What follows belongs to an exercise in optimizing a design on an open flow for small area, a short achievable clock period and few clock cycles per item; a production flow would make more cautious choices.
The RTL was checked by simulation tests, not by an equivalence proof against the original design.
The clock cells of runs 5 to 9 come from the design's own scripts or RTL, not from TritonCTS.
The flow treats the clock pin as an ideal source. Dropping or thinning the clock tree relies on that and would not hold on a real chip.
Power figures rest on the tool's default switching activity, not on a simulated workload.

File: design/flow/design.v
module RIM(
    input clk,rst_n,in_valid,
    input [7:0] maze,
    output reg out_valid,
    output reg [2:0] out_row,out_col
);
localparam CUT = 7;
reg  [62:8] a;
wire [63:8] R = {1'b1, a};
wire [71:8] B;    
reg  [2:0] cnt;
reg        calc;
reg        m_prev;
assign B[71:64] = 8'd0;
genvar r, c;
generate
    for (r = 1; r <= 7; r = r + 1) begin : g_r
        for (c = 0; c <= 7; c = c + 1) begin : g_c
            if (r == 7 && c == 7) begin : g_t
                assign B[63] = 1'b1;
            end else if (r + c == CUT - 1) begin : g_u
                assign B[r*8+c] = R[r*8+c] & (((r == 7) ? 1'b0 : R[(r+1)*8+c]) | ((c == 7) ? 1'b0 : R[r*8+c+1]));
            end else if (c == 7) begin : g_e
                assign B[r*8+c] = R[r*8+c] & B[(r+1)*8+c];
            end else begin : g_i
                assign B[r*8+c] = R[r*8+c] & (B[(r+1)*8+c] | B[r*8+c+1]);
            end
        end
    end
endgenerate
wire busy = calc | out_valid;
wire shift = ~busy | m_prev;
integer i;
always @(posedge clk) begin
    for (i = 8; i < 56; i = i + 1)
        a[i] <= shift ? R[i+8] : B[i];
    for (i = 56; i < 63; i = i + 1)
        a[i] <= ~busy ? maze[i-56] : (m_prev | B[i]);
end
wire at_start = (out_row == 3'd0) && (out_col == 3'd0);
wire at_end   = (out_row == 3'd7) && (out_col == 3'd7);
wire [7:0] below = m_prev ? R[23:16] : R[15:8];
wire down_w = (out_row != 3'd7) && below[out_col];
wire down = at_start ? B[8] : down_w;
always @(posedge clk) begin
    m_prev <= out_valid & ~at_end & down;
end
always @(posedge clk or negedge rst_n) begin
    if (!rst_n) begin
        cnt <= 3'd0;
        calc <= 1'b0;
        out_valid <= 1'b0;
        out_row <= 3'd0;
        out_col <= 3'd0;
    end else begin
        if (in_valid)
            cnt <= cnt + 3'd1;
        calc <= in_valid && cnt == 3'd7;
        if (calc)
            out_valid <= 1'b1;
        else if (out_valid) begin
            if (at_end) begin
                out_valid <= 1'b0;
                out_row <= 3'd0;
                out_col <= 3'd0;
            end else if (at_start) begin
                out_row <= {2'b00, B[8]};
                out_col <= {2'b00, ~B[8]};
            end else if (down_w)
                out_row <= out_row + 3'd1;
            else
                out_col <= out_col + 3'd1;
        end
    end
end
endmodule
File: design/flow/flow/run.sh
#!/bin/bash
# Standard ORFS layout (the standard.sh, standard synthesis unchanged),
# with the extra make settings listed in flow/args.txt (one per line).
set -euo pipefail
mapfile -t ARGS < <(grep -v '^#' flow/args.txt | grep -v '^$')
bash standard.sh "${ARGS[@]}" finish > standard_flow.log 2>&1
File: design/flow/flow/args.txt
SETUP_SLACK_MARGIN=5.5
BUFFER_PORTS_ARGS=-buffer_cell sky130_fd_sc_hd__buf_1
File: design/flow/standard.sh
#!/bin/bash
# synth_recipe.tcl (not shown) runs the flow's synth.tcl, then flattens the netlist and writes it again
# the make line also repeats each setting of config.mk as NAME=value (left out here)
make -C /OpenROAD-flow-scripts/flow DESIGN_CONFIG=/design/flow/config.mk WORK_HOME=/design/flow/orfs CLKGATE_MAP_FILE= SYNTH_SCRIPT=/design/flow/synth_recipe.tcl "${@:-finish}"
File: design/flow/config.mk
export PLATFORM = sky130hd
export DESIGN_NAME = RIM
export DESIGN_NICKNAME = RIM
export VERILOG_FILES = /design/flow/design.v
export SDC_FILE = /design/flow/constraint.sdc
export NUM_CORES = 4
export LEC_CHECK = 0
export ABC_CLOCK_PERIOD_IN_PS = 2500
export CAP_MARGIN = 20
export CORE_MARGIN = 2
export CORE_UTILIZATION = 40
export SLEW_MARGIN = 20
File: design/flow/constraint.sdc
create_clock -name core_clock -period 8.0 [get_ports {clk}]
set_input_delay 1.6000 -clock core_clock [delete_from_list [all_inputs] [get_ports {clk}]]
set_output_delay 1.6000 -clock core_clock [all_outputs]
set_load 0.01 [all_outputs]
==> out/results.txt, run 1 <==
Status - no timing/DRC/antenna violations
Worst Setup End Kind - output pin
Starting Density - 41.5%
CTS Buf Count - 9
Setup TNS - 0 ps
Final worst path period share - 31.0%
Post-synthesis sequential area ratio - 50.5%
Initial drt markers - 92
CP Depth - 1
Root Buffer - clkbuf_8
Total track usage - 14.7%
Worst path max stage delay - 420 ps
Num Clock Sinks - 61
Final setup violation count - 0
CP delay by family, top - flip-flops
Met3 Use GR - 4.38%
Port Buffers - 16
Worst-path cell chain - clkbuf_2
Sequential share of power - 40.7%
Peak supply drop - 254 µV
Synth cell types - 43
HP Class - flop to flop
Antenna violations before repair - 0
H-tree Lvls - 3
Sw Pwr - 0.474 mW
Comb pwr share - 38.1%
Sw Ratio - 37.7%
Startpoint types - flop
Critical Path RT - 6400 ps
Met1 Usage GRT - 19.6%
Actual slew at the worst max-slew pin - 601 ps
# hold bufs at CTS - 0
Reg2Reg Depth - 8
CP Buf/Inv Count - 1
Die Area - 0.00729 mm²
CTS tree - yes
GR Overflow Total - 0
Routed wire length - 5.00 mm
Most used routing layer in global routing - met2
# fillers - 630
Vias per inst - 5.11
Slowest stage cell, crit path - dfrtp_2
Syn Nets - 311
Worst endpoint data arrival time - 880 ps
Io pins - 18
Max-Cap Viols - 0
Setup Skew - 11.2 ps
Met2 usage - 22.3%
Vias in the first global route - 1853
Cell depth of the worst hold path - 2
DP HPWL - 3.23 mm
Longest Clk Path Bufs - 2
Worst-path clk slew - 70 ps
Cells after synthesis - 292
DR vias - 2042
Crit Path Class - flop to output pin
Post-Syn Area - 0.00265 mm²
Die W - 85.4 µm
Leak - 1.23 nW
Peak Freq - 403 MHz
Antenna Nets Post-Route - 0
Synth Warn # - 1
Core ar. - 0.00639 mm²
Rows - 29
Area delta synth->final - 14.6%
Worst-Skew Late Latency - 330 ps
Share of cells above drive strength 1 - 12.7%
TritonRoute pass-1 iters - 4
Residual DRC - 0
Yosys reg bits - 61
Die Span Y - 85.4 µm
Crit Path Max Fanout - 2
Global-route wire length before repair - 8.39 mm
Fin crit period - 2480 ps
Nets - 337
WL per Instance - 12.5 µm
Headroom to the max-slew limit - 59.9%
Post-layout util - 47.5%
Internal Dissipation - 0.785 mW
Pin count of the biggest net entering global routing - 58
Clock power share - 21.2%
Syn Area/Cell - 9.07 µm²
Routability cong. - 0.763
Pwr Density - 415 mW/mm²
Final Hold Violating Endpoints - 0
Antenna diodes - 0
Unrepaired setup endpoints after global routing - false
Final slew viol count - 0
-- cell usage after synthesis --
| cell | instances | area, µm² |
|---|---|---|
| dfrtp_1 | 11 | 275 |
| mux2_2 | 3 | 33.8 |
| and2_4 | 1 | 8.76 |
| a32o_1 | 2 | 20.0 |
| inv_1 | 9 | 33.8 |
| a21oi_1 | 14 | 70.1 |
| mux2_4 | 1 | 15.0 |
| a31o_1 | 1 | 8.76 |
| a211oi_2 | 1 | 12.5 |
| mux2i_1 | 5 | 50.1 |
| o31ai_1 | 2 | 15.0 |
| nand4bb_1 | 1 | 11.3 |
| a21boi_0 | 11 | 82.6 |
| buf_6 | 1 | 11.3 |
| mux4_2 | 1 | 22.5 |
| a22o_1 | 1 | 8.76 |
| nor2_2 | 1 | 6.26 |
| o22ai_1 | 1 | 6.26 |
| nand2_1 | 62 | 233 |
| inv_2 | 1 | 3.75 |
| xor2_1 | 1 | 8.76 |
| nor2b_1 | 2 | 12.5 |
| a41oi_1 | 1 | 8.76 |
| dfxtp_1 | 44 | 881 |
| and2_1 | 2 | 12.5 |
| or2b_2 | 1 | 8.76 |
| clkbuf_1 | 9 | 33.8 |
| o21ai_0 | 38 | 190 |
| a22oi_1 | 6 | 45.0 |
| o211ai_1 | 1 | 7.51 |
| a211oi_1 | 1 | 7.51 |
| o32a_1 | 1 | 10.0 |
| edfxtp_1 | 6 | 180 |
| a21o_1 | 2 | 15.0 |
| mux4_1 | 1 | 26.3 |
| ha_1 | 8 | 100 |
| nand3_1 | 7 | 35.0 |
| o2bb2ai_1 | 1 | 8.76 |
| nor2_1 | 22 | 82.6 |
| a31oi_1 | 3 | 18.8 |
| nor3_1 | 3 | 15.0 |
| clkbuf_2 | 1 | 5.00 |
| nand2b_1 | 1 | 6.26 |
-- final timing paths --
kind	slack (ps)	startpoint	to
min in group asynchronous	1240	rst_n	out_row[2]
min reg2reg	440	a[25]	a[17]
max reg2reg	5770	out_col[1]	out_col[1]
max in group asynchronous	6330	rst_n	out_valid
min	440	a[25]	a[17]
max	5520	out_col[0]	out_col[0]
-- cells by family (layout without fill, tap and decap cells) --
kind of cell | Yosys count | in the layout | share of synthesized area [%]
buffers and inverters | 21 | 52 | 3.31
AO/OA/AOI/OAI | 87 | 87 | 20.2
flip-flops | 61 | 61 | 50.5
adder cells (fa/ha/maj) | 8 | 8 | 3.78
XOR/XNOR | 1 | 1 | 0.331
multiplexers | 11 | 11 | 5.58
AND/OR/NAND/NOR | 103 | 103 | 16.3
-- power groups by stage --
stage          combinational (mW)  sequential (mW)  clock (mW)
2_1_floorplan               0.358            0.505           0
3_3_place_gp                0.417            0.540           0
3_5_place_dp                0.421            0.543           0
4_1_cts                     0.484            0.513       0.274
5_1_grt                     0.546            0.526       0.287
6_report                    0.480            0.513       0.266
-- layout make-up --
cell class	count	area, µm²	share of cell area (%)
Clock buffer	12	145	4.79
Clock inverter	4	47.5	1.57
Inverter	10	40.0	1.32
Multi-Input combinational cell	210	1220	40.3
Sequential cell	61	1340	44.2
Tap cell	77	96.3	3.18
Timing Repair Buffer	26	139	4.58
-- layer usage --
layer | part of all wire, % | routed length (µm)
met1 | 50 | 2490
met3 | 4.4 | 218
met2 | 44 | 2210
met4 | 1.5 | 75
met5 | 0 | 0
-- registers in the layout, indices dropped and copies added (netlist names) --
signal and count:
out_valid 1, m_prev 1, cnt 3, calc 1
out_row 3, a 49, out_col 3
-- cell usage in the layout (no fill, tap or decap), types with 3 or more instances in the layout --
cell,n
ha_1,8
dfrtp_2,4
clkbuf_8,10
buf_4,10
nor2_1,22
a21boi_0,11
nand3_1,7
mux2i_1,5
a31oi_1,3
edfxtp_1,6
a22oi_1,6
inv_1,9
dfxtp_1,44
buf_1,13
a21oi_1,14
o21ai_0,38
nand2_1,62
nor3_1,3
dfrtp_1,7
mux2_2,3
-- through the flow --
stage	power, mW	hold slack [ps]	setup slack (ps)	cell area, µm²	cells
detailed placement	0.964	429	5610	2760	375
global placement	0.956	424	5650	2760	375
finish	1.26	437	5520	3030	400
floorplan	0.863	416	5830	2650	292
CTS	1.27	441	5510	3030	400
global route	1.36	459	5500	3030	400
-- repair_timing --
| action | CTS | global route |
|---|---|---|
| setup endpoints to repair | 7 | 3 |
| resized for setup | 6 | 3 |
| setup buffers | 9 | 0 |
Testbench counts, summed over its fixed seeds: cycles 11,040, mazes 480.
==> run 2, diff against run 1 <==
==> design/flow/flow/args.txt (replaced) <==
SETUP_SLACK_MARGIN=5.7
BUFFER_PORTS_ARGS=-buffer_cell sky130_fd_sc_hd__buf_1
--- a/design/flow/config.mk
+++ b/design/flow/config.mk
@@ -9,4 +9,4 @@
 export CAP_MARGIN = 20
 export CORE_MARGIN = 2
-export CORE_UTILIZATION = 40
+export CORE_UTILIZATION = 65
 export SLEW_MARGIN = 20
==> run 2 against run 1 <==
  * Critical path depth is the same
  * Worst setup slack gained 6.2 ps
  * Clock skew shrank 2.8 ps
  * Critical path type unchanged
  * Clock-buffer cell count shrank 3
  * Fmax grew 0.25%
  * Hold slack gained 5.1 ps
  * Largest cell class unchanged
==> out/results.txt, run 2 <==
Setup Skew - 8.42 ps
TritonRoute pass-1 iters - 4
Synth Warn # - 1
Area delta synth->final - 15.4%
Slowest stage cell, crit path - dfrtp_2
Root Buffer - clkbuf_8
Peak Freq - 404 MHz
Max-Cap Viols - 0
WL per Instance - 14.4 µm
Nets - 337
Die W - 67.8 µm
Startpoint types - flop
Initial drt markers - 190
Critical Path RT - 6400 ps
CTS tree - yes
Synth Area in Compound Gates - 20.2%
CP delay by family, top - flip-flops
DR vias - 2149
Synth Flop Type - dfxtp_1
Post-Synth Adder-Cell Area - 3.78%
Headroom to the max-slew limit - 57.4%
Syn Area/Cell - 9.07 µm²
Worst Setup End Kind - output pin
Vias per inst - 5.76
Final setup violation count - 0
Most common cell after layout, fill and taps aside - nand2_1
Largest family of logic cells by synthesized area - compound AO/OA/AOI/OAI gates
Status - no timing/DRC/antenna violations
GR Overflow Total - 0
Final worst path period share - 30.9%
Pwr Density - 434 mW/mm²
Largest register FFs - 49
Routed wire length - 5.35 mm
Num Clock Sinks - 61
Hold Path Origin - a[25]
Antenna Nets Post-Route - 0
HP Class - flop to flop
Worst-path cell chain - buf_6
R2R Path Start - out_col[1]
Place WS - 5660 ps
Pin count of the biggest net entering global routing - 58
Unrepaired setup endpoints after global routing - true
Core ar. - 0.00397 mm²
Vias in the first global route - 1941
Top post-synthesis cells by count - 62 x nand2_1, 44 x dfxtp_1, 38 x o21ai_0, 22 x nor2_1, 14 x a21oi_1
Async set-reset flop share out of synthesis - 18.0%
Most numerous cell in the Yosys netlist - nand2_1
Synth cell types - 43
Global-route wire length before repair - 8.72 mm
DP Area - 0.00273 mm²
Share of cells above drive strength 1 - 13.9%
Crit Path Max Fanout - 2
Starting Density - 66.7%
Syn Nets - 311
Mux contribution to synthesized area - 5.58%
Synth top area cells - dfxtp_1 33%, dfrtp_1 10%, nand2_1 8.8%, o21ai_0 7.2%, edfxtp_1 6.8%
Simple-gate share of the synthesized area - 16.3%
H-tree Lvls - 3
Final Hold Violating Endpoints - 0
Cells after synthesis - 292
Yosys reg bits - 61
Die Area - 0.00460 mm²
Die Span Y - 67.8 µm
Peak supply drop - 391 µV
Fin crit period - 2470 ps
Top reg by flops - a
Largest area contributor in the netlist - dfxtp_1
Final std cells w/o fill - 373
Critical Path Source - out_col[0]
Hold WS - 442 ps
Final Instance Area - 0.00306 mm²
Most frequent cells in the layout - 62 x nand2_1, 44 x dfxtp_1, 36 x o21ai_0, 22 x nor2_1, 14 x a21oi_1
Antenna violations before repair - 0
Worst endpoint data arrival time - 870 ps
DP HPWL - 3.37 mm
Post-synthesis xor/xnor area fraction - 0.331%
Post-synth EDFFs - 6
Rows - 23
Worst-path clk slew - 60 ps
Worst-Skew Late Latency - 340 ps
Crit Path Class - flop to output pin
Worst path max stage delay - 420 ps
Final worst slack - 5530 ps
Actual slew at the worst max-slew pin - 639 ps
Total track usage - 25.8%
CTS Buf Count - 9
Residual DRC - 0
CP Buf/Inv Count - 1
Leak - 1.26 nW
Post-Syn Area - 0.00265 mm²
Longest Clk Path Bufs - 2
Routability cong. - 0.846
Placed cells - 348
# hold bufs at CTS - 0
Port Buffers - 16
Antenna diodes - 0
Io pins - 18
Post-synthesis sequential area ratio - 50.5%
Synth top area share - 33.3%
Setup TNS - 0 ps
Final slew viol count - 0
-- run 2: metrics by stage --
stage / total power [mW] / util (%)
2_1_floorplan: 0.863 / -
3_3_place_gp: 0.949 / 68.7
3_5_place_dp: 0.965 / 68.7
4_1_cts: 1.29 / 75.6
5_1_grt: 1.42 / 76.9
6_report: 1.33 / 76.9
-- run 2: final timing paths --
path / end / slack, ps / depth (start not counted)
worst max register to register: out_col[1] / 5730 / 8
worst min-delay path: a[17] / 440 / 2
worst min register to register: a[17] / 440 / 2
worst max-delay path: out_col[0] / 5530 / 1
max in group asynchronous: out_col[0] / 6290 / 1
min in group asynchronous: cnt[2] / 1250 / 1
-- run 2: final cells by class --
type                       count  area [µm²]
tap                           50        62.6
clock inverter                 7        88.8
multi-input combinational    210        1240
inverter                      10        42.5
fill                         295         916
sequential                    61        1340
clock buffer                   9         124
timing repair buffer          26         156
-- run 2: repair_timing --
| item | in CTS | in global routing |
|---|---|---|
| setup buffers | 7 | 2 |
| setup endpoints to repair | 11 | 14 |
| gates resized for setup | 6 | 17 |
| pin swaps | 0 | 2 |
-- run 2: power breakdown --
part | switching [mW] | internal (mW) | leakage, nW | total [mW]
Sequential | 0.0876 | 0.430 | 0.547 | 0.517
Clock | 0.120 | 0.174 | 0.106 | 0.294
Combinational | 0.297 | 0.218 | 0.607 | 0.514
-- run 2: routing by layer --
metal | track usage [%] | vias up | part of all wire, %
li1 | - | 1080 | -
met2 | 40.1 | 47 | 46
met4 | 12.8 | 0 | 2.1
met3 | 4.93 | 11 | 4.2
met1 | 34.7 | 1011 | 47
met5 | 0 | - | 0
-- run 2: logic make-up (layout without fill, tap and decap cells) --
logic type | Yosys count | count (layout)
AND/OR/NAND/NOR | 103 | 103
AO/OA/AOI/OAI | 87 | 87
flip-flops | 61 | 61
buffers and inverters | 21 | 52
multiplexers | 11 | 11
adder cells (fa/ha/maj) | 8 | 8
XOR/XNOR | 1 | 1
==> run 3, diff against run 2 <==
==> design/flow/flow/args.txt (replaced) <==
SETUP_SLACK_MARGIN=5.7
CTS_CLUSTER_SIZE=40
CTS_CLUSTER_DIAMETER=100
BUFFER_PORTS_ARGS=-buffer_cell sky130_fd_sc_hd__buf_1
--- a/design/flow/config.mk
+++ b/design/flow/config.mk
@@ -9,4 +9,4 @@
 export CAP_MARGIN = 20
 export CORE_MARGIN = 2
-export CORE_UTILIZATION = 65
+export CORE_UTILIZATION = 40
 export SLEW_MARGIN = 20
==> run 3 against run 2 <==
  * Fmax shrank 0.15%
  * Sequential cell count is the same
  * Register-to-register slack gained 70 ps
  * Worst setup slack lost 3.7 ps
  * Total power shrank 3.3%
  * Highest routed layer unchanged
  * Via count shrank 4.3%
  * Hold slack lost 6.5 ps
  * Combinational power shrank 2%
  * Die area grew 58%
  * Critical endpoint unchanged
==> out/results.txt, run 3 <==
Share of cells above drive strength 1 - 14.5%
Antenna Nets Post-Route - 0
Vias in the first global route - 1853
H-tree Lvls - 3
Port Buffers - 16
Cells after synthesis - 292
Worst Setup End Kind - output pin
Largest register FFs - 49
Longest Clk Path Bufs - 2
Routed wire length - 5.03 mm
Nets - 338
Rows - 29
Die Span Y - 85.4 µm
Post-synth EDFFs - 6
Final slew viol count - 0
Final std cells w/o fill - 401
Yosys reg bits - 61
Num Clock Sinks - 61
Slowest stage cell, crit path - dfrtp_2
WL per Instance - 12.5 µm
Post-synthesis sequential area ratio - 50.5%
Residual DRC - 0
Final worst path period share - 31.0%
Largest area contributor in the netlist - dfxtp_1
CP delay by family, top - flip-flops
Vias per inst - 5.13
Syn Area/Cell - 9.07 µm²
Peak Freq - 404 MHz
Leak - 1.25 nW
Synth top area cells - dfxtp_1 33%, dfrtp_1 10%, nand2_1 8.8%, o21ai_0 7.2%, edfxtp_1 6.8%
Most common cell after layout, fill and taps aside - nand2_1
# fillers - 626
Synth cell types - 43
Async set-reset flop share out of synthesis - 18.0%
Crit Path Max Fanout - 2
Worst endpoint data arrival time - 880 ps
Die Area - 0.00729 mm²
Placed cells - 375
Unrepaired setup endpoints after global routing - true
Starting Density - 41.5%
Max-Cap Viols - 0
CTS Buf Count - 9
TritonRoute pass-1 iters - 4
Pin count of the biggest net entering global routing - 58
Syn Nets - 311
HP Class - flop to flop
Synth Warn # - 1
Synth top area share - 33.3%
Pwr Density - 418 mW/mm²
Actual slew at the worst max-slew pin - 601 ps
Worst-Skew Late Latency - 330 ps
Worst-path clk slew - 70 ps
Setup Skew - 9.79 ps
Io pins - 18
Area delta synth->final - 15.9%
Crit Path Class - flop to output pin
Worst-path cell chain - clkbuf_2
Post-Syn Area - 0.00265 mm²
Critical Path RT - 6400 ps
DP HPWL - 3.23 mm
Total track usage - 14.7%
CP Buf/Inv Count - 1
Final setup violation count - 0
Top post-synthesis cells by count - 62 x nand2_1, 44 x dfxtp_1, 38 x o21ai_0, 22 x nor2_1, 14 x a21oi_1
DR vias - 2056
Status - no timing/DRC/antenna violations
Core ar. - 0.00639 mm²
Most numerous cell in the Yosys netlist - nand2_1
Worst path max stage delay - 420 ps
Initial drt markers - 93
Antenna diodes - 0
Top reg by flops - a
Final Hold Violating Endpoints - 0
Peak supply drop - 256 µV
# hold bufs at CTS - 0
Root Buffer - clkbuf_8
CTS tree - yes
GR Overflow Total - 0
Die W - 85.4 µm
Pwr Total - 1.28 mW
Routability cong. - 0.763
Startpoint types - flop
Antenna violations before repair - 0
Setup TNS - 0 ps
Global-route wire length before repair - 8.39 mm
Headroom to the max-slew limit - 60.0%
Synth Flop Type - dfxtp_1
Fin crit period - 2480 ps
Most frequent cells in the layout - 62 x nand2_1, 44 x dfxtp_1, 37 x o21ai_0, 22 x nor2_1, 14 x a21oi_1
[run 3: cell counts after synthesis]
No cell type changed its count.
[run 3: area by class of cell]
type | count | area, µm² | area share [%]
Sequential cell | 61 | 1340 | 43.7
Multi-Input combinational cell | 210 | 1240 | 40.3
Clock buffer | 12 | 145 | 4.73
Inverter | 10 | 40.0 | 1.30
Clock inverter | 4 | 47.5 | 1.55
Tap cell | 77 | 96.3 | 3.14
Timing Repair Buffer | 27 | 161 | 5.26
[run 3: cell families (layout without fill, tap and decap cells)]
group	Yosys count	count (layout)	share of synthesized area (%)
buf+inv	21	53	3.31
flops	61	61	50.5
mux	11	11	5.58
fa+ha+maj	8	8	3.78
compound gates	87	87	20.2
xor+xnor	1	1	0.331
simple gates	103	103	16.3
[run 3: final timing paths]
kind                             from         end  slack (ps)  cells past startpoint
setup reg to reg           out_col[1]  out_col[1]        5800                      8
hold reg to reg                 a[25]       a[17]         440                      2
min in group asynchronous       rst_n  out_row[2]        1240                      1
hold / removal                  a[25]       a[17]         440                      2
max in group asynchronous       rst_n   out_valid        6330                      1
setup / recovery           out_col[0]  out_col[0]        5520                      1
[run 3: worst register-to-register path: stages (launching register included)]
cell      delay (ps)
dfrtp_2          380
buf_6            140
mux4_2           480
nand2b_1         160
a31oi_2          220
a211oi_4          90
and2_4           200
nor2_2           120
mux2_4           300
[run 3: per-stage QoR]
step                area, µm²  setup WS [ps]  hold slack (ps)  utilization, %
finish                   3070           5520              436            48.1
global route             3070           5500              459            48.1
CTS                      3030           5510              441            47.5
detailed placement       2760           5610              429            43.2
global placement         2760           5650              424            43.2
floorplan                2650           5830              416               -
[run 3: power breakdown]
group | leakage [nW] | total (mW) | internal [mW] | switching [mW]
clock network | 0.0964 | 0.265 | 0.151 | 0.114
registers | 0.545 | 0.514 | 0.430 | 0.0838
logic | 0.609 | 0.503 | 0.217 | 0.286
[run 3: metal layers]
layer | GRT usage, % | vias to the layer above | part of all wire (%)
met5 | 0 | - | 0
met4 | 6.06 | 0 | 1.6
met3 | 4.38 | 6 | 4.5
met2 | 22.3 | 30 | 44
met1 | 19.6 | 945 | 50
li1 | - | 1075 | -
[run 3: repair_timing]
item	4_1_cts	5_1_grt
setup endpoints to repair	17	12
resized for setup	7	14
setup buffers	9	1
gates cloned	0	0
pin swaps	0	2
==> run 4, diff against run 3 <==
--- a/design/flow/design.v
+++ b/design/flow/design.v
@@ -36,13 +36,13 @@
         a[i] <= shift ? R[i+8] : B[i];
     for (i = 56; i < 63; i = i + 1)
-        a[i] <= ~busy ? maze[i-56] : (m_prev | B[i]);
+        a[i] <= ~busy ? maze[i-56] : (~m_prev & B[i]);
 end
 wire at_start = (out_row == 3'd0) && (out_col == 3'd0);
 wire at_end   = (out_row == 3'd7) && (out_col == 3'd7);
 wire [7:0] below = m_prev ? R[23:16] : R[15:8];
-wire down_w = (out_row != 3'd7) && below[out_col];
+wire down_w = below[out_col];
 wire down = at_start ? B[8] : down_w;
 always @(posedge clk) begin
-    m_prev <= out_valid & ~at_end & down;
+    m_prev <= out_valid & down;
 end
 always @(posedge clk or negedge rst_n) begin
@@ -64,8 +64,5 @@
                 out_row <= 3'd0;
                 out_col <= 3'd0;
-            end else if (at_start) begin
-                out_row <= {2'b00, B[8]};
-                out_col <= {2'b00, ~B[8]};
-            end else if (down_w)
+            end else if (down)
                 out_row <= out_row + 3'd1;
             else
==> design/flow/flow/args.txt (replaced) <==
SETUP_SLACK_MARGIN=5.5
BUFFER_PORTS_ARGS=-buffer_cell sky130_fd_sc_hd__buf_1
==> run 4 against run 3 <==
  * Hold slack improved by 9.5 ps
  * Critical endpoint is now out_valid
  * Register-to-register slack got worse by 130 ps
  * First-iteration DRC count rose by 28%
  * Critical path depth did not move
  * Utilization fell by 0.20 points
  * Clock skew fell by 3.4 ps
  * Fmax fell by 1.1%
  * Die area fell by 2.6%
  * Total power fell by 21%
  * Final cell count fell by 6.0%
  * Worst setup slack got worse by 27 ps
  * Synthesized cell count fell by 8.6%
==> out/results.txt, run 4 <==
Global-route wire length before repair - 8.40 mm
Async set-reset flop share out of synthesis - 18.0%
Post-Synth Adder-Cell Area - 3.89%
Vias per inst - 4.93
Starting Density - 41.0%
Startpoint types - flop
Worst-path clk slew - 70 ps
TritonRoute pass-1 iters - 6
Die W - 84.2 µm
Post-synthesis sequential area ratio - 51.9%
Met3 Use GR - 2.75%
Num Clock Sinks - 61
Most frequent cells in the layout - 59 x nand2_1, 44 x dfxtp_1, 28 x o21ai_1, 17 x nor2_1, 12 x clkbuf_8
Actual slew at the worst max-slew pin - 608 ps
Final worst path period share - 31.3%
Synth Warn # - 1
Nets - 314
Setup TNS - 0 ps
Rows - 29
Simple-gate share of the synthesized area - 13.7%
Port Buffers - 16
CTS tree - yes
Post-synthesis xor/xnor area fraction - 0.340%
Vias in the first global route - 1804
Syn Nets - 286
Antenna diodes - 0
GR Overflow Total - 0
Synth Flop Type - dfxtp_1
Worst Setup End Kind - output pin
Antenna Nets Post-Route - 0
Initial drt markers - 119
Max-Cap Viols - 0
Slowest stage cell, crit path - dfrtp_2
Residual DRC - 0
Most numerous cell in the Yosys netlist - nand2_1
H-tree Lvls - 3
# fillers - 601
HP Class - flop to flop
DP HPWL - 3.11 mm
Root Buffer - clkbuf_8
DR vias - 1858
Most used routing layer in global routing - met2
Yosys reg bits - 61
Final worst slack - 5500 ps
# hold bufs at CTS - 0
Place WS - 5480 ps
Die Area - 0.00710 mm²
Largest family of logic cells by synthesized area - compound AO/OA/AOI/OAI gates
Synth top area cells - dfxtp_1 34%, dfrtp_1 11%, nand2_1 8.6%, edfxtp_1 7.0%, o21ai_1 5.4%
Setup Skew - 6.38 ps
Top reg by flops - a
Die Span Y - 84.2 µm
Post-synth EDFFs - 6
Post-Syn Area - 0.00257 mm²
Peak Freq - 399 MHz
Top post-synthesis cells by count - 59 x nand2_1, 44 x dfxtp_1, 28 x o21ai_1, 17 x nor2_1, 11 x dfrtp_1
Peak supply drop - 216 µV
Final setup violation count - 0
Synth top area share - 34.2%
Synth Area in Compound Gates - 20.9%
Area delta synth->final - 16.7%
Unrepaired setup endpoints after global routing - true
Status - no timing/DRC/antenna violations
Worst endpoint data arrival time - 900 ps
Leak - 1.19 nW
Largest area contributor in the netlist - dfxtp_1
Total track usage - 15.1%
Worst-Skew Late Latency - 330 ps
Worst path max stage delay - 440 ps
CP delay by family, top - flip-flops
Critical Path RT - 6400 ps
Antenna violations before repair - 0
Routability cong. - 0.741
Headroom to the max-slew limit - 59.5%
Syn Area/Cell - 9.64 µm²
Pin count of the biggest net entering global routing - 53
Mux contribution to synthesized area - 6.95%
Longest Clk Path Bufs - 2
Largest register FFs - 49
Final Hold Violating Endpoints - 0
Synth cell types - 38
Most common cell after layout, fill and taps aside - nand2_1
Routed wire length - 4.70 mm
CP Buf/Inv Count - 1
Crit Path Class - flop to output pin
CTS Buf Count - 9
Sequential Area - 0.00134 mm²
Core ar. - 0.00628 mm²
WL per Instance - 12.5 µm
Pwr Density - 338 mW/mm²
Io pins - 18
Worst-path cell chain - buf_6
Fin crit period - 2500 ps
Crit Path Max Fanout - 6
Final slew viol count - 0
Cells after synthesis - 267
Area occupied by multi-input gates - 0.00118 mm²
Share of cells above drive strength 1 - 18.7%
Met2 usage - 22.9%
Met1 Usage GRT - 20.0%
[run 4: cell types whose count changed after synthesis, moves of 5 or more]
cell	before	now
o21ai_0	38	7
o21ai_1	0	28
a21boi_0	11	1
a21boi_1	0	10
o21ai_2	0	7
nand3_1	7	1
nor2_1	22	17
[run 4: per-stage QoR]
stage                     hold WS [ps]  cells  instance area, µm²  total power, mW  util (%)
after floorplan                    417    267                2570            0.632         -
after global routing               464    377                3000             1.09      47.9
after detailed placement           433    353                2710            0.707      43.2
after CTS                          447    375                2970             1.02      47.4
final                              445    377                3000             1.01      47.9
after global placement             425    353                2710            0.698      43.2
[run 4: path summary, 6_finish.rpt]
kind	start	to	slack, ps	depth (start not counted)
setup / recovery	out_valid	out_valid	5500	1
hold / removal	a[44]	a[36]	450	2
setup reg to reg	a[14]	out_col[1]	5670	9
hold reg to reg	a[44]	a[36]	450	2
max in group asynchronous	rst_n	out_col[0]	6320	1
min in group asynchronous	rst_n	out_col[1]	1240	1
[run 4: power breakdown]
group	total [mW]	switching, mW	leakage (nW)	internal (mW)
combinational	0.300	0.168	0.537	0.132
clock	0.284	0.116	0.112	0.168
sequential	0.430	0.0461	0.542	0.384
[run 4: layout make-up]
type	count	share of cell area, %
Sequential cell	61	44.6
Inverter	8	1.08
Timing Repair Buffer	25	4.91
Clock buffer	12	5.50
Clock inverter	4	1.50
Tap cell	77	3.21
Multi-Input combinational cell	190	39.2
[run 4: tightest hold or removal path: cells and delay by family, from the launching register on]
| family | cells | cell delay (ps) |
|---|---|---|
| flip-flops | 1 | 310 |
| AND/OR/NAND/NOR | 2 | 90 |
[run 4: routing by layer]
layer	vias up	share of wire, %
met1	839	50
met5	-	0
met3	10	1.8
met2	18	46
met4	0	2.8
li1	991	-
[run 4: kinds of logic (layout without fill, tap and decap cells)]
logic type                 Yosys count  after routing
adders and majority gates            8              8
and+or+nand+nor                     87             87
DFF                                 61             61
muxes                               13             13
xor gates and xnor gates             1              1
buffers and inverters               16             49
AOI/OAI and AO/OA                   81             81
[run 4: what timing repair did]
action | CTS | global route
pin swaps | 0 | 1
gates resized for setup | 6 | 6
setup endpoints to repair | 8 | 6
setup buffers | 6 | 2
Testbench counts of run 4, summed over its fixed seeds: cycles 11,040, mazes 480.
==> run 5, diff against run 4 <==
==> design/flow/flow/run.sh (replaced) <==
#!/bin/bash
# Standard ORFS layout (the standard.sh, standard synthesis unchanged),
# with the extra make settings listed in flow/args.txt (one per line), and
# the clock tree replaced by flow/oneclk.tcl (run as the PRE_CTS hook).
set -euo pipefail
mapfile -t ARGS < <(grep -v '^#' flow/args.txt | grep -v '^$')
bash standard.sh "${ARGS[@]}" PRE_CTS_TCL=$PWD/flow/oneclk.tcl finish > standard_flow.log 2>&1
==> design/flow/flow/args.txt (replaced) <==
SETUP_SLACK_MARGIN=5.8
BUFFER_PORTS_ARGS=-buffer_cell sky130_fd_sc_hd__buf_1
==> design/flow/flow/oneclk.tcl (new file) <==
# PRE_CTS hook: replace the clock tree by a few clock buffers, each driving an
# equal share of the clock sinks (split by x position) from the centre of its
# share, so the clock reaches every register through exactly one buffer.
# TritonCTS is then skipped: clock_tree_synthesis becomes a no-op.
set clkbuf_cell sky130_fd_sc_hd__clkbuf_16
set sinks_per_buf 32
set db [ord::get_db]
set block [ord::get_db_block]
set m [$db findMaster $clkbuf_cell]
set clk [$block findNet clk]
set sinks {}
foreach it [$clk getITerms] {
  set bb [[$it getInst] getBBox]
  lappend sinks [list [expr {([$bb xMin]+[$bb xMax])/2}] [expr {([$bb yMin]+[$bb yMax])/2}] $it]
}
set sinks [lsort -integer -index 0 $sinks]
set ns [llength $sinks]
set nb [expr {($ns + $sinks_per_buf - 1) / $sinks_per_buf}]
puts "oneclk: $ns clock sinks, $nb buffers ($clkbuf_cell)"
for {set g 0} {$g < $nb} {incr g} {
  set lo [expr {$g*$ns/$nb}]
  set hi [expr {($g+1)*$ns/$nb - 1}]
  set nn [odb::dbNet_create $block clknet_root_$g]
  $nn setSigType CLOCK
  set inst [odb::dbInst_create $block $m clkbuf_root_$g]
  set xs 0; set ys 0; set n 0
  foreach s [lrange $sinks $lo $hi] {
    lassign $s x y it
    incr xs $x; incr ys $y; incr n
    $it disconnect
    $it connect $nn
  }
  $inst setLocation [expr {$xs/$n}] [expr {$ys/$n}]
  $inst setPlacementStatus PLACED
  foreach it [$inst getITerms] {
    set mt [[$it getMTerm] getName]
    if {$mt == "A"} {$it connect $clk}
    if {$mt == "X"} {$it connect $nn}
  }
}
detailed_placement
rename clock_tree_synthesis {}
proc clock_tree_synthesis {args} { puts "clock_tree_synthesis skipped: clock buffers placed by oneclk.tcl" }
==> run 5 against run 4 <==
  * Still clean
  * Sequential cell count unchanged
  * Hold slack worse by 15 ps
  * Global-route usage down 1.8 points
  * Die area unchanged
  * Worst setup slack better by 160 ps
  * Via count up 0.70%
  * Clock power down 56%
  * Wire length down 0.36%
  * Largest power group unchanged
  * Highest routed layer unchanged
==> out/results.txt, run 5 <==
Critical Path Source - out_row[0]
Routability cong. - 0.741
HP Class - flop to flop
Post-synth EDFFs - 6
Antenna violations before repair - 0
Synth top area cells - dfxtp_1 34%, dfrtp_1 11%, nand2_1 8.6%, edfxtp_1 7.0%, o21ai_1 5.4%
Pin count of the biggest net entering global routing - 53
Crit Path Max Fanout - 4
Actual slew at the worst max-slew pin - 615 ps
Worst-path cell chain - clkbuf_2
WL per Instance - 12.6 µm
Max-Cap Viols - 0
Antenna Nets Post-Route - 0
Initial drt markers - 84
Final worst path period share - 29.3%
Yosys reg bits - 61
GR Overflow Total - 0
Die Span Y - 84.2 µm
Starting Density - 41.0%
Pwr Density - 303 mW/mm²
Fin crit period - 2340 ps
Hold Path Origin - a[44]
Leak - 1.17 nW
TritonRoute pass-1 iters - 4
Peak Freq - 427 MHz
Placed cells - 353
Top post-synthesis cells by count - 59 x nand2_1, 44 x dfxtp_1, 28 x o21ai_1, 17 x nor2_1, 11 x dfrtp_1
Final slew viol count - 0
Peak supply drop - 191 µV
Worst endpoint data arrival time - 740 ps
Global-route wire length before repair - 8.12 mm
CP delay by family, top - flip-flops
Unrepaired setup endpoints after global routing - true
Worst-path clk slew - 120 ps
Largest area contributor in the netlist - dfxtp_1
Most common cell after layout, fill and taps aside - nand2_1
Worst-Skew Late Latency - 180 ps
CP Buf/Inv Count - 1
Routed wire length - 4.68 mm
Most frequent cells in the layout - 59 x nand2_1, 37 x dfxtp_1, 28 x o21ai_1, 15 x nor2_1, 15 x buf_4
Residual DRC - 0
Setup Skew - 17.0 ps
Share of cells above drive strength 1 - 25.4%
Largest register FFs - 49
Final Hold Violating Endpoints - 0
R2R Path Start - a[42]
Cells after synthesis - 267
Total track usage - 13.3%
Startpoint types - flop
Synth Warn # - 1
Status - no timing/DRC/antenna violations
Rows - 29
Vias in the first global route - 1749
Worst path max stage delay - 430 ps
Nets - 316
Vias per inst - 5.03
Worst Setup End Kind - output pin
Syn Nets - 286
Io pins - 18
Antenna diodes - 0
Async set-reset flop share out of synthesis - 18.0%
Core ar. - 0.00628 mm²
Slowest stage cell, crit path - dfrtp_1
Die Area - 0.00710 mm²
Setup TNS - 0 ps
Synth cell types - 38
Headroom to the max-slew limit - 59.0%
Post-synthesis sequential area ratio - 51.9%
Area delta synth->final - 17.3%
Crit Path Class - flop to output pin
Port Buffers - 16
Final std cells w/o fill - 372
Final setup violation count - 0
Synth top area share - 34.2%
Post-Syn Area - 0.00257 mm²
Most numerous cell in the Yosys netlist - nand2_1
DP HPWL - 3.11 mm
Critical Path RT - 6400 ps
DR vias - 1871
Syn Area/Cell - 9.64 µm²
Synth Flop Type - dfxtp_1
Top reg by flops - a
Die W - 84.2 µm
==> run 5: kinds of logic (layout without fill, tap and decap cells) <==
logic type,count (synthesis),count (layout),synth area share [%]
mux,13,13,6.95
buf+inv,16,44,2.33
fa+ha+maj,8,8,3.89
flops,61,61,51.9
xor+xnor,1,1,0.340
simple gates,87,87,13.7
compound gates,81,81,20.9
==> run 5: layer usage <==
| layer | up-vias | track usage, % | wire length [µm] |
|---|---|---|---|
| met3 | 4 | 0.688 | 84 |
| met5 | - | 0 | 0 |
| met2 | 18 | 24.0 | 2240 |
| met1 | 864 | 18.5 | 2300 |
| met4 | 0 | 0.880 | 62 |
| li1 | 985 | - | - |
==> run 5: path summary, 6_finish.rpt <==
check	endpoint	slack [ps]	cells after the start
worst max-delay path	out_row[0]	5660	1
worst min-delay path	a[36]	430	2
worst max register to register	out_col[1]	5750	9
worst min register to register	a[36]	430	2
max in group asynchronous	out_valid	6160	1
min in group asynchronous	out_col[2]	1390	1
==> run 5: area by class of cell <==
cell class              instances  area [µm²]
plain buffers                   2        50.0
fillers                       593        3260
inverters                       8        37.5
multi-input cells             190        1260
flip-flops and latches         61        1350
well taps                      77        96.3
repair buffers                 34         229
==> run 5: through the flow <==
step | hold slack [ps] | util [%] | power [mW] | cell area, µm² | setup slack, ps
5_1_grt | 470 | 48.1 | 0.986 | 3020 | 5620
3_5_place_dp | 433 | 43.2 | 0.707 | 2710 | 5480
2_1_floorplan | 417 | - | 0.632 | 2570 | 5870
3_3_place_gp | 425 | 43.2 | 0.698 | 2710 | 5490
6_report | 431 | 48.1 | 0.915 | 3020 | 5660
4_1_cts | 433 | 45.6 | 0.827 | 2860 | 5770
==> run 5: power by group <==
part           total [mW]  switching (mW)  internal, mW
Combinational       0.357           0.183         0.175
Clock               0.124          0.0771        0.0467
Sequential          0.434          0.0499         0.384
Total               0.915           0.310         0.606
==> run 5: what timing repair did <==
item | 4_1_cts | 5_1_grt
setup buffers | 7 | 10
resized for setup | 18 | 31
hold buffers | 0 | 0
setup endpoints to repair | 25 | 45
pin swaps | 10 | 10
hold endpoints to repair | 0 | 0
==> run 6, diff against run 5 <==
==> design/flow/flow/args.txt (replaced) <==
SETUP_SLACK_MARGIN=6.0
BUFFER_PORTS_ARGS=-buffer_cell sky130_fd_sc_hd__buf_1
==> run 6 against run 5 <==
  * Utilization fell by 0.12 points
  * Wire length rose by 0.62%
  * Synthesized cell count did not move
  * Via count rose by 1.0%
  * Critical path type unchanged
  * Sequential share of layout area rose by 0.24 points
  * Sequential cell count did not move
  * Fmax fell by 0.73%
  * Total power fell by 0.45%
  * Combinational power barely moved
  * Hold slack improved by 2.1 ps
==> out/results.txt, run 6 <==
Initial drt markers - 71
CP Buf/Inv Count - 1
Peak Freq - 424 MHz
# fillers - 604
Vias in the first global route - 1756
Sw Pwr - 0.308 mW
Largest register FFs - 49
Residual DRC - 0
Area delta synth->final - 17.0%
Synth Flop Type - dfxtp_1
Worst Setup End Kind - output pin
Starting Density - 41.0%
Most common cell after layout, fill and taps aside - nand2_1
Final std cells w/o fill - 371
Crit Path Class - flop to output pin
Final worst path period share - 29.5%
Antenna violations before repair - 0
WL per Instance - 12.7 µm
Post-synthesis sequential area ratio - 51.9%
Total track usage - 13.3%
Headroom to the max-slew limit - 67.7%
Synth top area cells - dfxtp_1 34%, dfrtp_1 11%, nand2_1 8.6%, edfxtp_1 7.0%, o21ai_1 5.4%
Reg2Reg Depth - 9
Worst path max stage delay - 460 ps
Pin count of the biggest net entering global routing - 53
Worst-path cell chain - buf_6
Most frequent cells in the layout - 59 x nand2_1, 35 x dfxtp_1, 29 x o21ai_1, 17 x buf_4, 15 x nor2_1
Pwr Density - 302 mW/mm²
Sequential Area - 0.00136 mm²
Sw Ratio - 33.8%
Area occupied by multi-input gates - 0.00125 mm²
Port Buffers - 16
TritonRoute pass-1 iters - 4
Peak supply drop - 183 µV
Post-Syn Area - 0.00257 mm²
Sequential share of power - 47.4%
Syn Nets - 286
Vias per inst - 5.09
Crit Path Max Fanout - 3
Rows - 29
Hold Path Origin - a[43]
Routed wire length - 4.71 mm
Top reg by flops - a
Worst endpoint data arrival time - 760 ps
Status - no timing/DRC/antenna violations
Global-route wire length before repair - 8.12 mm
Unrepaired setup endpoints after global routing - true
Syn Area/Cell - 9.64 µm²
Slowest stage cell, crit path - dfrtp_2
Leak - 1.18 nW
Synth top area share - 34.2%
Most numerous cell in the Yosys netlist - nand2_1
Antenna diodes - 0
Antenna Nets Post-Route - 0
Post-synth EDFFs - 6
DR vias - 1890
Yosys reg bits - 61
Die Span Y - 84.2 µm
Final Hold Violating Endpoints - 0
Cell depth of the worst hold path - 2
Hold path endpoint - a[35]
Internal Dissipation - 0.603 mW
Synth Warn # - 1
Top post-synthesis cells by count - 59 x nand2_1, 44 x dfxtp_1, 28 x o21ai_1, 17 x nor2_1, 11 x dfrtp_1
Setup Skew - 10.4 ps
Final slew viol count - 0
CP delay by family, top - flip-flops
Routability cong. - 0.703
Largest area contributor in the netlist - dfxtp_1
DP HPWL - 3.08 mm
Die Area - 0.00710 mm²
Comb pwr share - 39.0%
Io pins - 18
Synth cell types - 38
Fin crit period - 2360 ps
GR Overflow Total - 0
# hold bufs at CTS - 0
R2r setup slk - 5770 ps
Async set-reset flop share out of synthesis - 18.0%
Worst-path clk slew - 120 ps
Share of cells above drive strength 1 - 25.2%
Final setup violation count - 0
Cells after synthesis - 267
Startpoint types - flop
Nets - 315
Worst-Skew Late Latency - 180 ps
Die W - 84.2 µm
Core ar. - 0.00628 mm²
Critical Path RT - 6400 ps
Placed cells - 353
Setup TNS - 0 ps
HP Class - flop to flop
R2R Path Start - a[42]
Clock power share - 13.6%
Max-Cap Viols - 0
RR Endpoint - out_col[1]
Actual slew at the worst max-slew pin - 483 ps
## run 6: cell counts after synthesis
Identical to the previous run, type by type.
## run 6: layer usage
metal  global-route usage, %  up-vias  wire (µm)
li1                        -      990          -
met1                    19.9      882       2340
met2                    22.5       15       2250
met3                   0.590        3         79
met4                    1.03        0         48
met5                       0        -          0
## run 6: per-stage QoR
stage / power, mW / worst slack (ps) / utilization (%) / hold slack [ps] / area (µm²)
2_1_floorplan: 0.644 / 5950 / - / 415 / 2620
3_3_place_gp: 0.707 / 5460 / 43.6 / 423 / 2740
3_5_place_dp: 0.713 / 5460 / 43.6 / 434 / 2740
4_1_cts: 0.874 / 5790 / 46.8 / 434 / 2940
5_1_grt: 0.978 / 5620 / 48.0 / 468 / 3010
6_report: 0.911 / 5640 / 48.0 / 433 / 3010
## run 6: worst max-delay path by stage
stage,from,endpoint,slack [ps],cells past startpoint
3_3_place_gp,out_valid,a[56],5460,6
2_1_floorplan,a[49],out_col[1],5950,9
3_5_place_dp,out_valid,a[56],5460,6
6_report,out_col[0],out_col[0],5640,1
4_1_cts,a[34],out_row[2],5790,9
5_1_grt,out_col[0],out_col[0],5620,1
## run 6: what timing repair did
action,CTS,global route
endpoints found under the setup margin,68,18
pin swaps,7,12
buffers inserted,11,5
gates resized for setup,22,16
## run 6: logic make-up after synthesis
family	synth area share [%]
simple gates	13.7
buf+inv	2.33
flops	51.9
compound gates	20.9
fa+ha+maj	3.89
mux	6.95
xor+xnor	0.340
## run 6: power groups by stage
stage                     Sequential [mW]  Clock, mW  Combinational (mW)
after floorplan                     0.439          0               0.204
after global placement              0.450          0               0.257
after detailed placement            0.452          0               0.260
after CTS                           0.441     0.0915               0.342
after global routing                0.443      0.138               0.398
final                               0.432      0.124               0.356
## run 6: final cells by class
cell class              instances  share of cell area, %
inverters                       8                   1.25
flip-flops and latches         61                   45.0
multi-input cells             190                   41.6
repair buffers                 33                   7.35
plain buffers                   2                   1.66
well taps                      77                   3.20
## run 6: worst register-to-register path, cell delays in order (launching register included)
cell and delay [ps]:
dfxtp_4 380, a22oi_2 210, a21boi_2 110, o21ai_2 230
a21boi_2 120, o21ai_2 190, a21oi_2 80, o31a_4 330
a21boi_4 170, mux2_4 310
==> run 7, diff against run 6 <==
==> design/flow/flow/args.txt (replaced) <==
SETUP_SLACK_MARGIN=5.3
BUFFER_PORTS_ARGS=-buffer_cell sky130_fd_sc_hd__buf_1
==> run 7 against run 6 <==
  * Still clean on timing, DRC and antenna
  * Utilization is 4.0 points lower
  * Final cell count is 4.3% lower
  * Area after synthesis stayed put
  * Wire length is 5.2% lower
==> out/results.txt, run 7 <==
Worst path max stage delay - 520 ps
Setup Skew - 12.2 ps
Initial drt markers - 95
Rows - 29
Antenna diodes - 0
Worst endpoint data arrival time - 890 ps
Top post-synthesis cells by count - 59 x nand2_1, 44 x dfxtp_1, 28 x o21ai_1, 17 x nor2_1, 11 x dfrtp_1
Final Hold Violating Endpoints - 0
Slowest stage cell, crit path - dfrtp_1
Synth cell types - 38
Top reg by flops - a
Total track usage - 13.2%
WL per Instance - 12.6 µm
Setup TNS - 0 ps
Synth Warn # - 1
Hold WS - 434 ps
Share of cells above drive strength 1 - 9.35%
Async set-reset flop share out of synthesis - 18.0%
Antenna Nets Post-Route - 0
Post-CTS setup buffer count - 0
Pwr Total - 0.817 mW
HP Class - flop to flop
Post-layout util - 44.0%
Max-Cap Viols - 0
Status - no timing/DRC/antenna violations
Worst-path cell chain - buf_1
Crit Path Max Fanout - 7
Most numerous cell in the Yosys netlist - nand2_1
Vias in the first global route - 1728
Io pins - 18
GR Overflow Total - 0
DR vias - 1774
Routability cong. - 0.741
Crit Path Class - flop to output pin
DP Area - 0.00271 mm²
Die Area - 0.00710 mm²
Yosys reg bits - 61
Largest register FFs - 49
Nets - 299
CP delay by family, top - flip-flops
DP HPWL - 3.11 mm
Final setup violation count - 0
Pin count of the biggest net entering global routing - 53
Syn Nets - 286
Port Buffers - 16
Largest area contributor in the netlist - dfxtp_1
CP Buf/Inv Count - 1
Most common cell after layout, fill and taps aside - nand2_1
Post-CTS Resized - 0
Synth top area share - 34.2%
# hold bufs at CTS - 0
Syn Area/Cell - 9.64 µm²
Fin crit period - 2490 ps
Unrepaired setup endpoints after global routing - false
Synth Flop Type - dfxtp_1
Worst-path clk slew - 120 ps
Startpoint types - flop
Antenna violations before repair - 0
Routed wire length - 4.47 mm
Final Instance Area - 0.00276 mm²
Actual slew at the worst max-slew pin - 669 ps
Die W - 84.2 µm
Worst-Skew Late Latency - 170 ps
Final slew viol count - 0
Core ar. - 0.00628 mm²
Cells after synthesis - 267
Vias per inst - 5.00
Synth top area cells - dfxtp_1 34%, dfrtp_1 11%, nand2_1 8.6%, edfxtp_1 7.0%, o21ai_1 5.4%
Post-synthesis sequential area ratio - 51.9%
Most frequent cells in the layout - 59 x nand2_1, 44 x dfxtp_1, 28 x o21ai_1, 17 x nor2_1, 16 x buf_1
Die Span Y - 84.2 µm
Area delta synth->final - 7.19%
TritonRoute pass-1 iters - 4
Peak Freq - 401 MHz
Global-route wire length before repair - 8.06 mm
Starting Density - 41.0%
Peak supply drop - 192 µV
Critical Path RT - 6400 ps
Pwr Density - 296 mW/mm²
Final worst path period share - 31.1%
Worst Setup End Kind - output pin
Post-Syn Area - 0.00257 mm²
Leak - 1.04 nW
Residual DRC - 0
Post-synth EDFFs - 6
Headroom to the max-slew limit - 55.4%
## run 7: cell counts after synthesis
Identical to the previous run, type by type.
## run 7: cells by family (layout without fill, tap and decap cells)
group                      Yosys count  in the layout  share of synthesized area, %
buffers and inverters               16             27                          2.33
and+or+nand+nor                     87             87                          13.7
xor gates and xnor gates             1              1                         0.340
muxes                               13             13                          6.95
adders and majority gates            8              8                          3.89
AOI/OAI and AO/OA                   81             81                          20.9
DFF                                 61             61                          51.9
## run 7: through the flow
| stage | worst slack, ps | std cells |
|---|---|---|
| final | 5510 | 355 |
| after detailed placement | 5480 | 353 |
| after CTS | 5480 | 355 |
| after floorplan | 5870 | 267 |
| after global routing | 5320 | 355 |
| after global placement | 5490 | 353 |
## run 7: layer usage
| layer | GRT usage [%] | routed length [µm] | share of wire (%) | up-vias |
|---|---|---|---|---|
| li1 | - | - | - | 947 |
| met1 | 18.5 | 2230 | 50 | 812 |
| met2 | 23.7 | 2130 | 48 | 13 |
| met3 | 0.688 | 72 | 1.6 | 2 |
| met4 | 0.880 | 40 | 0.89 | 0 |
| met5 | 0 | 0 | 0 | - |
## run 7: layout make-up
type,count,area [µm²]
plain buffers,2,50.0
fillers,629,3520
inverters,8,31.3
multi-input cells,190,1180
flip-flops and latches,61,1340
well taps,77,96.3
repair buffers,17,67.6
## run 7: final timing paths
check | from | endpoint | slack [ps] | cells past startpoint
worst max-delay path | out_col[0] | out_col[0] | 5510 | 1
worst min-delay path | a[44] | a[36] | 430 | 2
worst max register to register | a[14] | out_col[1] | 5630 | 9
worst min register to register | a[44] | a[36] | 430 | 2
max in group asynchronous | rst_n | out_row[0] | 6210 | 1
min in group asynchronous | rst_n | out_col[0] | 1390 | 1
## run 7: where the power goes
group	switching [mW]	internal, mW	total [mW]
combinational	0.149	0.102	0.251
sequential	0.0596	0.383	0.442
clock	0.0761	0.0466	0.123
total	0.285	0.532	0.817
==> run 8, diff against run 7 <==
==> design/flow/flow/args.txt (replaced) <==
SETUP_SLACK_MARGIN=5.65
BUFFER_PORTS_ARGS=-buffer_cell sky130_fd_sc_hd__buf_1
==> run 8 against run 7 <==
  * Still clean
  * Worst setup slack better by 76 ps
  * Utilization up 2.2 points
  * Global-route usage unchanged
  * Design area increased by 4.9%
  * Total power up 5.2%
  * Final cell count is 2.3% higher
  * Critical path type unchanged
  * Critical endpoint unchanged
  * Largest cell class unchanged
==> out/results.txt, run 8 <==
# fillers - 613
Unrepaired setup endpoints after global routing - true
Synth top area share - 34.2%
Setup Skew - 17.4 ps
Largest area contributor in the netlist - dfxtp_1
Yosys reg bits - 61
Die W - 84.2 µm
Core ar. - 0.00628 mm²
CP Buf/Inv Count - 1
Antenna diodes - 0
Syn Area/Cell - 9.64 µm²
Top reg by flops - a
Synth top area cells - dfxtp_1 34%, dfrtp_1 11%, nand2_1 8.6%, edfxtp_1 7.0%, o21ai_1 5.4%
Antenna Nets Post-Route - 0
RR Endpoint - out_col[1]
Routed wire length - 4.61 mm
Worst-path cell chain - buf_1
TritonRoute pass-1 iters - 4
Worst-path clk slew - 120 ps
Largest register FFs - 49
Worst path max stage delay - 470 ps
Share of cells above drive strength 1 - 19.9%
Vias per inst - 5.00
Cell depth of the worst hold path - 2
Hold path endpoint - a[36]
WL per Instance - 12.7 µm
Fin crit period - 2420 ps
Leak - 1.11 nW
Synth Warn # - 1
Syn Nets - 286
Crit Path Class - flop to output pin
Setup TNS - 0 ps
DR vias - 1815
Max-Cap Viols - 0
R2r setup slk - 5760 ps
Final slew viol count - 0
Most common cell after layout, fill and taps aside - nand2_1
Starting Density - 41.0%
Async set-reset flop share out of synthesis - 18.0%
Pin count of the biggest net entering global routing - 53
Worst endpoint data arrival time - 820 ps
Cells after synthesis - 267
Slowest stage cell, crit path - dfrtp_2
# hold bufs at CTS - 0
Most frequent cells in the layout - 59 x nand2_1, 36 x dfxtp_1, 31 x o21ai_1, 16 x nor2_1, 12 x buf_1
GR Overflow Total - 0
Vias in the first global route - 1728
Synth Flop Type - dfxtp_1
Final Hold Violating Endpoints - 0
Startpoint types - flop
Die Span Y - 84.2 µm
Rows - 29
Antenna violations before repair - 0
Area delta synth->final - 12.4%
Synth cell types - 38
Peak Freq - 414 MHz
Port Buffers - 16
Nets - 307
Worst-Skew Late Latency - 180 ps
Post-synthesis sequential area ratio - 51.9%
CP Depth - 1
Peak supply drop - 197 µV
Final worst path period share - 30.2%
Status - no timing/DRC/antenna violations
Crit Path Max Fanout - 7
Final setup violation count - 0
Reg2Reg Depth - 9
DP HPWL - 3.11 mm
Routability cong. - 0.741
Residual DRC - 0
Critical Path RT - 6400 ps
Headroom to the max-slew limit - 59.3%
R2R Path Start - a[14]
Post-Syn Area - 0.00257 mm²
Most numerous cell in the Yosys netlist - nand2_1
Pwr Total - 0.859 mW
Worst Setup End Kind - output pin
Io pins - 18
Post-synth EDFFs - 6
Global-route wire length before repair - 8.06 mm
Hold Path Origin - a[44]
Pwr Density - 297 mW/mm²
Initial drt markers - 70
Top post-synthesis cells by count - 59 x nand2_1, 44 x dfxtp_1, 28 x o21ai_1, 17 x nor2_1, 11 x dfrtp_1
Total track usage - 13.2%
HP Class - flop to flop
Actual slew at the worst max-slew pin - 610 ps
Die Area - 0.00710 mm²
CP delay by family, top - flip-flops
-- run 8: cell types whose count changed in the layout (fill, tap and decap cells not counted), moves of 2 or more --
cell / before / now
buf_4: 1 / 9
o21ai_0: 7 / 4
clkbuf_2: 0 / 3
dfxtp_2: 0 / 7
a22oi_1: 2 / 0
a21boi_2: 3 / 6
o21ai_1: 28 / 31
dfrtp_2: 0 / 3
a22oi_2: 1 / 3
dfxtp_1: 44 / 36
dfrtp_1: 11 / 8
a21boi_1: 10 / 7
buf_1: 16 / 12
-- run 8: timing repair --
action	in CTS	in global routing
gates cloned	0	0
endpoints found under the setup margin	3	14
pin swaps	0	6
resized for setup	1	32
buffers inserted	0	8
-- run 8: logic make-up (layout without fill, tap and decap cells) --
| group | Yosys count | after routing | synth area share (%) |
|---|---|---|---|
| buf+inv | 16 | 35 | 2.33 |
| mux | 13 | 13 | 6.95 |
| simple gates | 87 | 87 | 13.7 |
| fa+ha+maj | 8 | 8 | 3.89 |
| xor+xnor | 1 | 1 | 0.340 |
| flops | 61 | 61 | 51.9 |
| compound gates | 81 | 81 | 20.9 |
-- run 8: routing by layer --
metal	GRT usage, %	wire length (µm)
met1	18.5	2310
met2	23.7	2170
met3	0.688	90
met4	0.880	40
met5	0	0
-- run 8: stage by stage --
stage | hold slack (ps) | utilization [%] | setup slack (ps) | cell area [µm²] | cells
final | 430 | 46.1 | 5580 | 2900 | 363
after global routing | 464 | 46.1 | 5520 | 2900 | 363
after CTS | 434 | 44.0 | 5660 | 2760 | 355
after detailed placement | 433 | 43.2 | 5480 | 2710 | 353
after global placement | 425 | 43.2 | 5490 | 2710 | 353
after floorplan | 417 | - | 5870 | 2570 | 267
-- run 8: final cells by class --
class | instances | area (µm²) | share of cell area (%)
Tap cell | 77 | 96.3 | 3.33
Multi-Input combinational cell | 190 | 1220 | 42.3
Sequential cell | 61 | 1350 | 46.7
Timing Repair Buffer | 25 | 139 | 4.80
Inverter | 8 | 32.5 | 1.12
Buffer | 2 | 50.0 | 1.73
-- run 8: power breakdown --
group          leakage [nW]  internal (mW)  switching, mW
Sequential            0.545          0.385         0.0556
Combinational         0.542          0.131          0.164
Clock                0.0246         0.0467         0.0776
-- run 8: worst max-delay path by stage --
stage               start  slack, ps          to
2_1_floorplan      m_prev       5870  out_row[2]
3_3_place_gp    out_valid       5490       a[56]
3_5_place_dp    out_valid       5480       a[56]
4_1_cts             a[14]       5660  out_col[1]
5_1_grt        out_col[0]       5520  out_col[0]
6_report       out_col[0]       5580  out_col[0]
==> run 9, diff against run 8 <==
==> design/flow/flow/args.txt (replaced) <==
SETUP_SLACK_MARGIN=5.5
BUFFER_PORTS_ARGS=-buffer_cell sky130_fd_sc_hd__buf_1
==> run 9 against run 8 <==
  * Via count decreased by 1.8%
  * Synthesized cell count did not move
  * Worst setup slack lost 2.0 ps
  * Sequential power hardly changed
  * Area after synthesis unchanged
  * Wire length down 3.1%
  * Die area unchanged
  * Clock skew decreased by 5.9 ps
  * Critical path depth unchanged
  * Final cell count is 1.9% lower
  * First-iteration DRC count grew 14%
  * Critical path type unchanged
  * Critical endpoint unchanged
  * Largest cell class unchanged
  * Highest routed layer unchanged
==> out/results.txt, run 9 <==
Area occupied by multi-input gates - 0.00118 mm²
Most frequent cells in the layout - 59 x nand2_1, 44 x dfxtp_1, 28 x o21ai_1, 16 x nor2_1, 16 x buf_1
Synth Area in Compound Gates - 20.9%
Peak supply drop - 196 µV
Nets - 300
TritonRoute pass-1 iters - 4
Antenna diodes - 0
Worst-Skew Late Latency - 170 ps
Pin count of the biggest net entering global routing - 53
Worst path max stage delay - 470 ps
Clock power share - 15.0%
DP HPWL - 3.11 mm
Global-route wire length before repair - 8.06 mm
Sw Ratio - 34.9%
Actual slew at the worst max-slew pin - 606 ps
Sw Pwr - 0.286 mW
Antenna violations before repair - 0
Syn Nets - 286
WL per Instance - 12.6 µm
Post-synth EDFFs - 6
Synth Warn # - 1
Setup Skew - 11.5 ps
Sequential Area - 0.00134 mm²
Area delta synth->final - 7.68%
Die W - 84.2 µm
Routed wire length - 4.47 mm
Mux contribution to synthesized area - 6.95%
Startpoint types - flop
Largest area contributor in the netlist - dfxtp_1
Top reg by flops - a
Cell depth of the worst hold path - 2
Top post-synthesis cells by count - 59 x nand2_1, 44 x dfxtp_1, 28 x o21ai_1, 17 x nor2_1, 11 x dfrtp_1
Setup TNS - 0 ps
Initial drt markers - 80
Vias per inst - 5.01
Synth cell types - 38
Cells after synthesis - 267
Final Hold Violating Endpoints - 0
Die Area - 0.00710 mm²
Antenna Nets Post-Route - 0
Largest family of logic cells by synthesized area - compound AO/OA/AOI/OAI gates
# fillers - 625
Most common cell after layout, fill and taps aside - nand2_1
# hold bufs at CTS - 0
HP Class - flop to flop
Final slew viol count - 0
Vias in the first global route - 1728
Sequential share of power - 54.2%
Post-layout util - 44.2%
Starting Density - 41.0%
Share of cells above drive strength 1 - 10.4%
Crit Path Class - flop to output pin
Internal Dissipation - 0.533 mW
Worst Setup End Kind - output pin
Pwr Density - 295 mW/mm²
Async set-reset flop share out of synthesis - 18.0%
Unrepaired setup endpoints after global routing - false
Post-Synth Adder-Cell Area - 3.89%
Post-Syn Area - 0.00257 mm²
Status - no timing/DRC/antenna violations
Total track usage - 13.2%
Core ar. - 0.00628 mm²
Worst-path clk slew - 110 ps
Hold WS - 435 ps
Port Buffers - 16
Post-synthesis xor/xnor area fraction - 0.340%
CP Buf/Inv Count - 1
Fin crit period - 2420 ps
Reg2Reg Depth - 9
Post-synthesis sequential area ratio - 51.9%
Rows - 29
Final worst path period share - 30.2%
DR vias - 1782
Residual DRC - 0
Die Span Y - 84.2 µm
Worst-path cell chain - buf_1
Crit Path Max Fanout - 7
Leak - 1.05 nW
Largest register FFs - 49
Max-Cap Viols - 0
Worst endpoint data arrival time - 820 ps
Slowest stage cell, crit path - dfrtp_2
Io pins - 18
Routability cong. - 0.741
Yosys reg bits - 61
GR Overflow Total - 0
Syn Area/Cell - 9.64 µm²
Most numerous cell in the Yosys netlist - nand2_1
Comb pwr share - 30.9%
Critical Path RT - 6400 ps
Headroom to the max-slew limit - 59.6%
Peak Freq - 414 MHz
Synth top area cells - dfxtp_1 34%, dfrtp_1 11%, nand2_1 8.6%, edfxtp_1 7.0%, o21ai_1 5.4%
Simple-gate share of the synthesized area - 13.7%
Synth Flop Type - dfxtp_1
Synth top area share - 34.2%
Final setup violation count - 0
CP delay by family, top - flip-flops
CP Depth - 1
[run 9: changes by cell type in the layout (fill, tap and decap cells not counted), sizes merged]
cell / previous run / this run
clkbuf: 5 / 2
buf: 22 / 18
[run 9: metal layers]
metal | global-route usage, % | vias up | wire length [µm]
met3 | 0.688 | 2 | 72
met1 | 18.5 | 817 | 2230
met2 | 23.7 | 13 | 2130
met4 | 0.880 | 0 | 40
li1 | - | 950 | -
met5 | 0 | - | 0
[run 9: final timing paths]
path | from | endpoint | slack (ps)
setup / recovery | out_col[0] | out_col[0] | 5580
hold / removal | a[44] | a[36] | 440
setup reg to reg | a[14] | out_col[1] | 5630
hold reg to reg | a[44] | a[36] | 440
max in group asynchronous | rst_n | out_col[0] | 6190
min in group asynchronous | rst_n | out_col[2] | 1390
[run 9: kinds of logic after synthesis]
family / after synthesis
XOR/XNOR: 1
AND/OR/NAND/NOR: 87
AO/OA/AOI/OAI: 81
buffers and inverters: 16
multiplexers: 13
adder cells (fa/ha/maj): 8
flip-flops: 61
[run 9: cell type report]
cell class                      instances  area share [%]
Timing Repair Buffer                   18            2.71
Buffer                                  2            1.81
Multi-Input combinational cell        190            42.6
Sequential cell                        61            48.2
Tap cell                               77            3.47
Inverter                                8            1.17
[run 9: power groups by stage]
stage	Clock, mW	Combinational, mW	Sequential [mW]
after global routing	0.139	0.292	0.457
final	0.122	0.253	0.443
after global placement	0	0.250	0.448
after detailed placement	0	0.255	0.452
after floorplan	0	0.195	0.437
after CTS	0.0915	0.257	0.453
[run 9: metrics by stage]
stage	cells	worst slack, ps	cell area (µm²)	power (mW)
final	356	5580	2770	0.818
after global routing	356	5520	2770	0.888
after CTS	355	5660	2760	0.802
after detailed placement	353	5480	2710	0.707
after global placement	353	5490	2710	0.698
after floorplan	267	5870	2570	0.632
[run 9: worst min-delay path, stage by stage, from the launching register on]
cell,delay [ps]
dfxtp_1,330
nand2_1,50
nand2_1,40
[run 9: what timing repair did]
| action | CTS | global route |
|---|---|---|
| setup endpoints to repair | 1 | 4 |
| resized for setup | 1 | 2 |
| pin swaps | 0 | 1 |
| setup buffers | 0 | 1 |

[re-timing with driven ports]
How much do the figures lean on ideal ports? The routed layouts below were timed once more, with nothing changed but the port constraints.
Step 1 (the two cells are an assumption about what drives the block):
set clk [get_ports {clk}]
set_driving_cell -lib_cell sky130_fd_sc_hd__clkbuf_16 $clk
set_driving_cell -lib_cell sky130_fd_sc_hd__buf_2 [delete_from_list [all_inputs] $clk]
Step 2 adds t to the input delays and takes it off the output delays; t is the mean of the earliest and latest rising clock arrival at the registers after step 1. Input paths then give back, and output paths get back, about the clock's delay inside the block.
Three values: ideal ports, drivers, drivers and shift; two values: the first two.
run | t (ns) | slack for setup (ns) | pins driven straight from the clock port
run 1 | 0.358 | 5.521 / 5.492 / 5.714 | 1
run 2 | 0.365 | 5.527 / 5.500 / 5.731 | 1
run 3 | 0.357 | 5.524 / 5.495 / 5.715 | 1
run 4 | 0.357 | 5.496 / 5.469 / 5.672 | 1
run 5 | 0.217 | 5.660 / 5.613 / 5.752 | 2
run 6 | 0.217 | 5.642 / 5.595 / 5.768 | 2
run 7 | 0.214 | 5.508 / 5.463 / 5.629 | 2
run 8 | 0.215 | 5.585 / 5.539 / 5.749 | 2
run 9 | 0.213 | 5.583 / 5.537 / 5.628 | 2
After both steps setup and hold are still met in every run listed.
